This is an optimization exercise on Yosys and OpenROAD, whose aim is small area, a short achievable clock period and few clock cycles per item, not a production implementation. In this exercise RTL edits were held to simulation tests only and were not proved equivalent to the original. Power is estimated from default activity; no workload was simulated.

## run A
==> flow/design.v (excerpt) <==
module prime_finder(
	input              clk,
	input              rst,
	input              start,
	input      [15:0]  n,
	output             done,
	output             is_prime,
	output     [15:0]  prime
);
wire       h3 = n[15];
wire [3:0] h2 = n[14:11];
wire [3:0] h1 = n[10:7];
wire [3:0] h0 = n[6:3];
wire [4:0] t01 = {1'b0, h0} + {1'b0, h1};
wire [4:0] t23 = {1'b0, h2} + {4'd0, h3};
wire [5:0] tt = {1'b0, t01} + {1'b0, t23};
wire [1:0] tu;     
wire [3:0] mh;     
tab_t15 t_t15(.a(tt), .d({tu, mh}));
wire [4:0] b21 = {1'b0, h2} + {1'b0, h1} + {4'd0, h3};
wire [9:0] nb = {1'b0, h3, 3'd0, h3, 4'd0} + {2'd0, h2, 4'd0} + {5'd0, b21};    
wire [2:0] alo = {1'b0, nb[1:0]} + {1'b0, tu};
wire [7:0] abh = nb[9:2] + 8'd1;
wire [9:0] a_c = {alo[2] ? abh : nb[9:2], alo[1:0]};     
wire [4:0] p_c;    
wire       rc_c;   
tab_pos t_pos(.a({mh, n[2:0]}), .d({rc_c, p_c}));
wire       n_small = (n < 16'd6);
wire       n_wrap  = (n > 16'd65521);
wire [1:0] sp_c  = n_wrap ? 2'd1 : !n_small ? 2'd0 : (n <= 16'd2) ? 2'd1 : (n == 16'd3) ? 2'd2 : 2'd3;
wire       spp_c = (n == 16'd2) | (n == 16'd3) | (n == 16'd5);
reg [9:0]  A;
reg [4:0]  p;
reg        rc;
reg [1:0]  sp;
reg        spp;
reg        busy;
reg        done_q, isp_q;
reg [6:0]  c_q;      
wire [31:0] v;
prime_rom rom(.a(A), .d(v));
wire [31:0] vm = v & ({32{1'b1}} << p);    
wire [15:0] e1a; wire [15:0] e1i;
wire [7:0]  e2a; wire [15:0] e2i;
wire [3:0]  e3a; wire [11:0] e3i;
wire [1:0]  e4a; wire [7:0]  e4i;
genvar g;
generate
	for (g = 0; g < 16; g = g + 1) begin : l1
		assign e1a[g] = vm[2*g] | vm[2*g+1];
		assign e1i[g] = ~vm[2*g];
	end
	for (g = 0; g < 8; g = g + 1) begin : l2
		assign e2a[g] = e1a[2*g] | e1a[2*g+1];
		assign e2i[2*g+1:2*g] = e1a[2*g] ? {1'b0, e1i[2*g]} : {1'b1, e1i[2*g+1]};
	end
	for (g = 0; g < 4; g = g + 1) begin : l3
		assign e3a[g] = e2a[2*g] | e2a[2*g+1];
		assign e3i[3*g+2:3*g] = e2a[2*g] ? {1'b0, e2i[4*g+1:4*g]} : {1'b1, e2i[4*g+3:4*g+2]};
	end
	for (g = 0; g < 2; g = g + 1) begin : l4
		assign e4a[g] = e3a[2*g] | e3a[2*g+1];
		assign e4i[4*g+3:4*g] = e3a[2*g] ? {1'b0, e3i[6*g+2:6*g]} : {1'b1, e3i[6*g+5:6*g+3]};
	end
endgenerate
wire       fany = e4a[0] | e4a[1];
wire [4:0] fk = e4a[0] ? {1'b0, e4i[3:0]} : {1'b1, e4i[7:4]};
  ...
Size in the first run: roughly 28 flip-flops, ~0.020 mm2 of cells after synthesis.
make LEC_CHECK=0 ABC_AREA=1 CAP_MARGIN=20 CORE_MARGIN=2 CORE_UTILIZATION=25 GPL_ROUTABILITY_DRIVEN=1 PLACE_DENSITY=0.35 SETUP_SLACK_MARGIN=3.0 SLEW_MARGIN=20 finish   # period 8.0 ns
run.sh (not shown) runs the stock make flow with config.mk's settings and CLKGATE_MAP_FILE= SYNTH_SCRIPT=/design/flow/synth_recipe.tcl, a recipe that flattens the netlist after the stock synthesis.
Run A terminated abnormally: global routing reported GRT-0116.
Testbench counts of run A, summed over its fixed seeds: cycles 153, items 72.
Input-level comparison between run B and run A:
- a change of CORE_UTILIZATION from 25 to 15
- a change of PLACE_DENSITY from 0.35 to 0.22
- a change of SETUP_SLACK_MARGIN from 3.0 to 5.0
--- outcome ---
Every stage of the flow completed for run B, and the final layout passed the timing, design-rule and antenna checks. Against run A, run B comes in 10 points lower on effective utilization at floorplan. The final reports for run B and run A show vertical extent of the die higher in the former. Placed standard-cell area went up by a little under 10% going from run A to run B. Number of post-CTS setup repair buffers (higher): run B. Run A → run B: detailed-placement wirelength estimate rose by 53 mm; placement row count rose by 29%; x dimension of the die rose by 83 um.
Input-level comparison between run C and run B:
- SETUP_SLACK_MARGIN changed from 5.0 to 2.0
Findings:
The flow did not stop early for run C: all stages ran, and the layout cleared the timing, design-rule and antenna checks. Looking at the reports, run B completed the entire flow and the layout it produced met the timing, design-rule and antenna checks. Power share of the combinational group: run C lower than run B. Run C: combined area of the multi-input logic cells is 21% lower than what run B reported. Total routed wirelength down 4.2% in run C wrt run B. Max number of buffers inserted by post-CTS setup repair across run C and run B: run B. Of the two values seen for slowest cell on the critical path, sky130_fd_sc_hd__nand2_1 was produced by run C and sky130_fd_sc_hd__fa_1 by run B. Run C against run B; initial antenna violation count is up slightly. Relative to run B, the non-clock buffer count of run C is lower by 376.
#### Input delta (run D over run C)
- removing SETUP_SLACK_MARGIN (formerly 2.0)
Notes after the runs:
- Compared run D against run C; total sequential power within noise.
- Run D ended up with A[8]$_DFFE_PP_ as its startpoint of the worst setup timing path; run C ended up with A[6]$_DFFE_PP_.
- Compared with run C, run D shows a higher post-layout minimum cycle time.
- Of run D and run C, it is run D that has the lower non-clock buffer count.

-- what the ideal ports hide --
Ports are ideal in the flow. The routed layouts listed here were re-timed in OpenROAD.
Step 1 (the two cells are an assumption about what drives the block):
set clk [get_ports {clk}]
set_driving_cell -lib_cell sky130_fd_sc_hd__clkbuf_16 $clk
set_driving_cell -lib_cell sky130_fd_sc_hd__buf_2 [delete_from_list [all_inputs] $clk]
Step 2, shift: input delay + t, output delay - t, t = (earliest + latest rising clock arrival at the registers) / 2. This alone moves slack from input paths to output paths.
Three values: ideal ports, drivers, drivers and shift; two values: the first two.
run	shift t [ns]	slack for setup (ns)	slew at the worst register clock pin (ns)	worst data-port slew with drivers (ns)
run B	0.351	2.647 / 2.655 / 2.305	0.10 / 0.10	0.05
run C	0.344	1.840 / 1.840 / 1.840	0.10 / 0.10	0.03
run D	0.349	1.131 / 1.131 / 1.078	0.10 / 0.10	0.03
After both steps every run listed still meets setup and hold. For run B, which loses most, drivers alone change the setup slack by +0.008 ns; drivers and shift together by -0.342 ns.
